This is an optimization exercise on Yosys and OpenROAD, whose aim is small area, a short achievable clock period and few clock cycles per item, not a production implementation. In this exercise RTL edits were held to simulation tests only and were not proved equivalent to the original. No activity file was given, so power comes from the tool's default toggle rates.

Design MatrixMultiplication, start of the top module:
module MatrixMultiplication (
    input clk,
    input reset,
    input start,
    input [71:0] A_flat,   
    input [71:0] B_flat,   
    output [71:0] C_flat,  
    output reg done
);
    reg s1;
    wire go = ~s1 & start;
    wire [7:0] Ar0 = s1 ? A_flat[48 +: 8] : A_flat[0 +: 8];
    wire [7:0] Bc0 = s1 ? B_flat[16 +: 8] : B_flat[0 +: 8];
    wire [7:0] Ar1 = s1 ? A_flat[56 +: 8] : A_flat[8 +: 8];
    wire [7:0] Bc1 = s1 ? B_flat[40 +: 8] : B_flat[24 +: 8];
    wire [7:0] Ar2 = s1 ? A_flat[64 +: 8] : A_flat[16 +: 8];
    wire [7:0] Bc2 = s1 ? B_flat[64 +: 8] : B_flat[48 +: 8];
    wire [7:0] x0_0 = Ar0;
    wire [7:0] y0_0 = B_flat[0 +: 8];
    wire [7:0] x0_1 = Ar1;
    wire [7:0] y0_1 = B_flat[24 +: 8];
    wire [7:0] x0_2 = Ar2;
    wire [7:0] y0_2 = B_flat[48 +: 8];
    wire p0_s0 = (x0_0[0] & y0_0[6]) ^ (x0_0[1] & y0_0[5]) ^ (x0_0[2] & y0_0[4]);
    wire p0_c0 = ((x0_0[0] & y0_0[6]) & (x0_0[1] & y0_0[5])) | ((x0_0[0] & y0_0[6]) & (x0_0[2] & y0_0[4])) | ((x0_0[1] & y0_0[5]) & (x0_0[2] & y0_0[4]));
  ...
clock: 10.0 ns
lec_check: 0
cap_margin: 20
core_margin: 2
core_utilization: 40
setup_slack_margin: 5
slew_margin: 20
tns_end_percent: 0
standard.sh (not shown) runs the stock make flow with config.mk's settings and CLKGATE_MAP_FILE= SYNTH_SCRIPT=/design/flow/synth_recipe.tcl, a recipe that flattens the netlist after the stock synthesis.
==> flow/flow/run.sh <==
#!/bin/bash
# Standard layout with two changes: Yosys's synth skips its early generic ABC pass
# (-noabc; the final ABC mapping still runs), so the full and half adders it finds
# keep their polarity, and the port buffers are the smallest buffer cell.
set -euo pipefail
export SYNTH_ARGS="-noabc"
export BUFFER_PORTS_ARGS="-buffer_cell sky130_fd_sc_hd__buf_2"
bash standard.sh finish > standard_make.log 2>&1
Testbench counts at the start, summed over its fixed seeds: cycles 1,920, items 960.
Edit:
==> flow/flow/run.sh (replaced) <==
#!/bin/bash
# Standard layout, except that the port buffers are the smallest buffer cell
# instead of the cell buffer_ports picks by default (clkdlybuf4s50_1).
set -euo pipefail
export BUFFER_PORTS_ARGS="-buffer_cell sky130_fd_sc_hd__buf_1"
bash standard.sh finish > standard_make.log 2>&1
--- a/flow/config.mk
+++ b/flow/config.mk
@@ -9,5 +9,3 @@
 export CORE_MARGIN = 2
 export CORE_UTILIZATION = 40
-export SETUP_SLACK_MARGIN = 5
 export SLEW_MARGIN = 20
-export TNS_END_PERCENT = 0
Result:
- register-to-register slack got worse by 0.62 ns
- combinational power goes down by about 2%
- global-route usage goes up by 0.45 points
- power goes down by about 1.2%
- final area goes down by 3.9%
- via count goes up by about 7%
Edit:
==> flow/flow/run.sh (replaced) <==
#!/bin/bash
# Standard layout with two changes: Yosys's synth skips its early generic ABC pass
# (-noabc; the final ABC mapping still runs), so the full and half adders it finds
# keep their polarity, and the port buffers are the smallest buffer cell.
set -euo pipefail
export SYNTH_ARGS="-noabc"
export BUFFER_PORTS_ARGS="-buffer_cell sky130_fd_sc_hd__buf_1"
bash standard.sh finish > standard_make.log 2>&1
Register-to-register slack gains 0.14 ns. Die area decreases by 1.5%. Power decreases by 0.60%. Flip-flop and latch count is unchanged. Setup slack gains 0.057 ns. Sequential share of layout area increases by 0.14 points. Global-route usage decreases by 0.80 points. Wire length decreases by 3.7%.
Edit:
--- a/flow/config.mk
+++ b/flow/config.mk
@@ -8,4 +8,6 @@
 export CAP_MARGIN = 20
 export CORE_MARGIN = 2
-export CORE_UTILIZATION = 40
+export CORE_UTILIZATION = 65
+export SETUP_SLACK_MARGIN = 5
 export SLEW_MARGIN = 20
+export TNS_END_PERCENT = 0
Design area increases by 2.4%; total power increases by 0.77%; synthesized area stays the same; wire length decreases by 4.4%; die area decreases by 38%; global-route usage increases by 14 points; flip-flop and latch count stays the same; clock-buffer cell count decreases by 3; clock power increases by 19%.

* * *

MatrixMultiplication again, from the RTL that the note above started with.
// MatrixMultiplication
module MatrixMultiplication (
    input clk,
    input reset,
    input start,
    input [71:0] A_flat,   
    input [71:0] B_flat,   
    output [71:0] C_flat,  
    output reg done
);
    reg s1;
    wire go = ~s1 & start;
    wire [7:0] Ar0 = s1 ? A_flat[48 +: 8] : A_flat[0 +: 8];
    wire [7:0] Bc0 = s1 ? B_flat[16 +: 8] : B_flat[0 +: 8];
    wire [7:0] Ar1 = s1 ? A_flat[56 +: 8] : A_flat[8 +: 8];
    wire [7:0] Bc1 = s1 ? B_flat[40 +: 8] : B_flat[24 +: 8];
    wire [7:0] Ar2 = s1 ? A_flat[64 +: 8] : A_flat[16 +: 8];
    wire [7:0] Bc2 = s1 ? B_flat[64 +: 8] : B_flat[48 +: 8];
    wire [7:0] x0_0 = Ar0;
    wire [7:0] y0_0 = B_flat[0 +: 8];
    wire [7:0] x0_1 = Ar1;
    wire [7:0] y0_1 = B_flat[24 +: 8];
    wire [7:0] x0_2 = Ar2;
    wire [7:0] y0_2 = B_flat[48 +: 8];
    wire p0_s0 = (x0_0[0] & y0_0[6]) ^ (x0_0[1] & y0_0[5]) ^ (x0_0[2] & y0_0[4]);
    wire p0_c0 = ((x0_0[0] & y0_0[6]) & (x0_0[1] & y0_0[5])) | ((x0_0[0] & y0_0[6]) & (x0_0[2] & y0_0[4])) | ((x0_0[1] & y0_0[5]) & (x0_0[2] & y0_0[4]));
    wire p0_s1 = (x0_0[0] & y0_0[7]) ^ (x0_0[1] & y0_0[6]) ^ (x0_0[2] & y0_0[5]);
    wire p0_c1 = ((x0_0[0] & y0_0[7]) & (x0_0[1] & y0_0[6])) | ((x0_0[0] & y0_0[7]) & (x0_0[2] & y0_0[5])) | ((x0_0[1] & y0_0[6]) & (x0_0[2] & y0_0[5]));
    wire p0_s2 = (x0_0[3] & y0_0[4]) ^ (x0_0[4] & y0_0[3]) ^ (x0_0[5] & y0_0[2]);
    wire p0_c2 = ((x0_0[3] & y0_0[4]) & (x0_0[4] & y0_0[3])) | ((x0_0[3] & y0_0[4]) & (x0_0[5] & y0_0[2])) | ((x0_0[4] & y0_0[3]) & (x0_0[5] & y0_0[2]));
    wire p0_s3 = (x0_0[6] & y0_0[1]) ^ (x0_0[7] & y0_0[0]) ^ (x0_1[0] & y0_1[7]);
  ...
==> flow/config.mk <==
export PLATFORM = sky130hd
export DESIGN_NAME = MatrixMultiplication
export DESIGN_NICKNAME = MatrixMultiplication
export VERILOG_FILES = /design/flow/design.v
export SDC_FILE = /design/flow/constraint.sdc
export NUM_CORES = 4
export LEC_CHECK = 0
export CAP_MARGIN = 20
export CORE_MARGIN = 2
export CORE_UTILIZATION = 40
export SETUP_SLACK_MARGIN = 5
export SLEW_MARGIN = 20
export TNS_END_PERCENT = 0
==> flow/constraint.sdc <==
create_clock -name core_clock -period 10.0 [get_ports {clk}]
set_input_delay 2.0000 -clock core_clock [delete_from_list [all_inputs] [get_ports {clk}]]
set_output_delay 2.0000 -clock core_clock [all_outputs]
set_load 0.01 [all_outputs]
==> flow/flow/run.sh <==
#!/bin/bash
# Standard layout with two changes: Yosys's synth skips its early generic ABC pass
# (-noabc; the final ABC mapping still runs), so the full and half adders it finds
# keep their polarity, and the port buffers are the smallest buffer cell.
set -euo pipefail
export SYNTH_ARGS="-noabc"
export BUFFER_PORTS_ARGS="-buffer_cell sky130_fd_sc_hd__buf_1"
bash standard.sh finish > standard_make.log 2>&1
The baseline passed the timing, DRC and antenna checks.
Testbench counts at the start, summed over its fixed seeds: cycles 1,920, items 960.
Rerun with:
==> flow/flow/run.sh (replaced) <==
#!/bin/bash
# The standard layout (standard.sh) with three changes:
#  - Yosys's synth skips its early generic ABC pass (-noabc), so the full and
#    half adders that extract_fa finds keep the polarity the RTL gives them;
#  - the final ABC mapping runs flow/abc.script, an area-oriented mapping (map -a, no choice computation);
#  - the port buffers are the smallest buffer cell (buf_1) instead of the cell
#    buffer_ports picks by default (clkdlybuf4s50_1).
# Synthesis is otherwise synth_recipe.tcl unchanged (synth -nofsm -noshare,
# flatten, renames), so the registers and their names are the standard ones.
set -euo pipefail
here=$(pwd)
export SYNTH_ARGS="-noabc"
export BUFFER_PORTS_ARGS="-buffer_cell sky130_fd_sc_hd__buf_1"
{
  head -n 1 synth_recipe.tcl
  sed "s|@ABC_SCRIPT@|$here/flow/abc.script|" flow/abc_override.tcl
  tail -n +2 synth_recipe.tcl
} > my_synth.tcl
sed "s|SYNTH_SCRIPT=[^ ]*|SYNTH_SCRIPT=$here/my_synth.tcl|" standard.sh > my_standard.sh
grep -q "SYNTH_SCRIPT=$here/my_synth.tcl" my_standard.sh
bash my_standard.sh finish > standard_make.log 2>&1
==> flow/flow/abc.script (new file) <==
strash
map -a
topo
stime -c
buffer -c
upsize -c
dnsize -c
==> flow/flow/abc_override.tcl (new file) <==
# Map with flow/abc.script (area-oriented mapping) in place of the script
# synth_preamble.tcl picks; everything else about the abc call stays as is.
proc abc {args} {
  set i [lsearch -exact $args -script]
  if { $i >= 0 } {
    lset args [expr { $i + 1 }] {@ABC_SCRIPT@}
  }
  yosys abc {*}$args
}
Effect: Sequential share of layout area climbs by 0.10 points. First-iteration DRC count grows by 24%. Hold slack improved by 0.032 ns. Synthesized cell count rose by 19%. Clock-buffer cell count does not change. Routed wire length hardly moves. Synthesized area decreases by 4.8%. Clock power stays flat. Final cell count climbs by 14%.
Rerun with:
==> flow/flow/run.sh (replaced) <==
#!/bin/bash
# Standard layout, except that the port buffers are the smallest buffer cell
# instead of the cell buffer_ports picks by default (clkdlybuf4s50_1).
set -euo pipefail
export BUFFER_PORTS_ARGS="-buffer_cell sky130_fd_sc_hd__buf_1"
bash standard.sh finish > standard_make.log 2>&1
removed: flow/flow/abc.script
removed: flow/flow/abc_override.tcl
The changed run ran to the end with no violations. Critical path depth falls by 1. Register-to-register slack degrades by 0.26 ns. First-iteration DRC count shrinks by 6.1%. Flip-flop and latch count is unchanged. Core utilization shrinks by 2.8 points. Routed wire length rises by 5.0%. Die area went up by 6.6%.

* * *

Another version of the RTL of MatrixMultiplication (not shown whole).
Size: about 1600 cells after synthesis, about 74 flip-flops, ~220 I/O pins.
Settings: LEC_CHECK=0, CAP_MARGIN=20, CORE_MARGIN=2, CORE_UTILIZATION=40, CTS_BUF_LIST=sky130_fd_sc_hd__clkbuf_8, SETUP_SLACK_MARGIN=5, SLEW_MARGIN=20, TNS_END_PERCENT=0; clock period 10.0 ns.
==> flow/flow/run.sh <==
#!/bin/bash
# The standard layout (standard.sh) with three changes:
#  - Yosys's synth skips its early generic ABC pass (-noabc), so the full and
#    half adders that extract_fa finds keep the polarity the RTL gives them;
#  - the final ABC mapping runs flow/abc.script, an area-oriented mapping;
#  - the port buffers are the smallest buffer cell (buf_1) instead of the cell
#    buffer_ports picks by default (clkdlybuf4s50_1).
# Synthesis is otherwise synth_recipe.tcl unchanged (synth -nofsm -noshare,
# flatten, renames), so the registers and their names are the standard ones.
set -euo pipefail
here=$(pwd)
export SYNTH_ARGS="-noabc"
export BUFFER_PORTS_ARGS="-buffer_cell sky130_fd_sc_hd__buf_1"
{
  head -n 1 synth_recipe.tcl
  sed "s|@ABC_SCRIPT@|$here/flow/abc.script|" flow/abc_override.tcl
  tail -n +2 synth_recipe.tcl
} > my_synth.tcl
sed "s|SYNTH_SCRIPT=[^ ]*|SYNTH_SCRIPT=$here/my_synth.tcl|" standard.sh > my_standard.sh
grep -q "SYNTH_SCRIPT=$here/my_synth.tcl" my_standard.sh
bash my_standard.sh finish > standard_make.log 2>&1
==> flow/flow/abc.script <==
strash
dch -f
map -a
topo
stime -c
buffer -c
upsize -c
dnsize -c
==> flow/flow/abc_override.tcl <==
# Map with flow/abc.script (area-oriented mapping) in place of the script
# synth_preamble.tcl picks; everything else about the abc call stays as is.
proc abc {args} {
  set i [lsearch -exact $args -script]
  if { $i >= 0 } {
    lset args [expr { $i + 1 }] {@ABC_SCRIPT@}
  }
  yosys abc {*}$args
}
Testbench counts at the start, summed over its fixed seeds: cycles 1,920, items 960.
Change:
==> flow/flow/run.sh (replaced) <==
#!/bin/bash
# Standard layout with two changes: Yosys's synth skips its early generic ABC pass
# (-noabc; the final ABC mapping still runs), so the full and half adders it finds
# keep their polarity, and the port buffers are the smallest buffer cell.
set -euo pipefail
export SYNTH_ARGS="-noabc"
export BUFFER_PORTS_ARGS="-buffer_cell sky130_fd_sc_hd__buf_1"
bash standard.sh finish > standard_make.log 2>&1
CTS_BUF_LIST = default   (was sky130_fd_sc_hd__clkbuf_8)
removed: flow/flow/abc.script
removed: flow/flow/abc_override.tcl
What happened: The changed run finished with timing, DRC and antenna clean; hold slack gets better by 0.0092 ns; die area went up by about 6%; core utilization fell by 0.13 points; sequential cell count stays the same.

## static timing again, ports no longer ideal
No port has a modelled driver above. Below, the same layouts with a new extraction and two added sets of constraints. Step 1 assumes that a clkbuf_16 drives the clock port and a buf_2 every other input. Step 2 also shifts input and output timing later by t, the mid clock arrival at the registers, as if the neighbouring blocks saw the same clock. a / b / c = no drivers / after step 1 / after step 2; a / b = the first two.
run	t (ns)	setup slack, ns	worst slew at a driven data input, ns	cell pins on the clock port's net
the first run of note 1	0.420	3.563 / 3.593 / 3.173	0.06	1
the second run of note 1	0.425	2.900 / 2.932 / 2.507	0.08	1
the third run of note 1	0.418	2.956 / 2.990 / 2.571	0.08	1
the fourth run of note 1	0.396	3.631 / 3.649 / 3.254	0.06	1
the first run of note 2	0.419	3.712 / 3.720 / 3.300	0.08	1
the second run of note 2	0.421	4.058 / 4.068 / 3.647	0.08	1
the third run of note 2	0.425	3.481 / 3.507 / 3.082	0.07	1
the first run of note 3	0.446	3.951 / 3.910 / 3.465	0.11	1
the second run of note 3	0.417	3.857 / 3.891 / 3.474	0.07	1
After both steps every run listed still meets setup and hold. For the first run of note 3, which loses most, drivers alone change the setup slack by -0.041 ns; drivers and shift together by -0.486 ns.
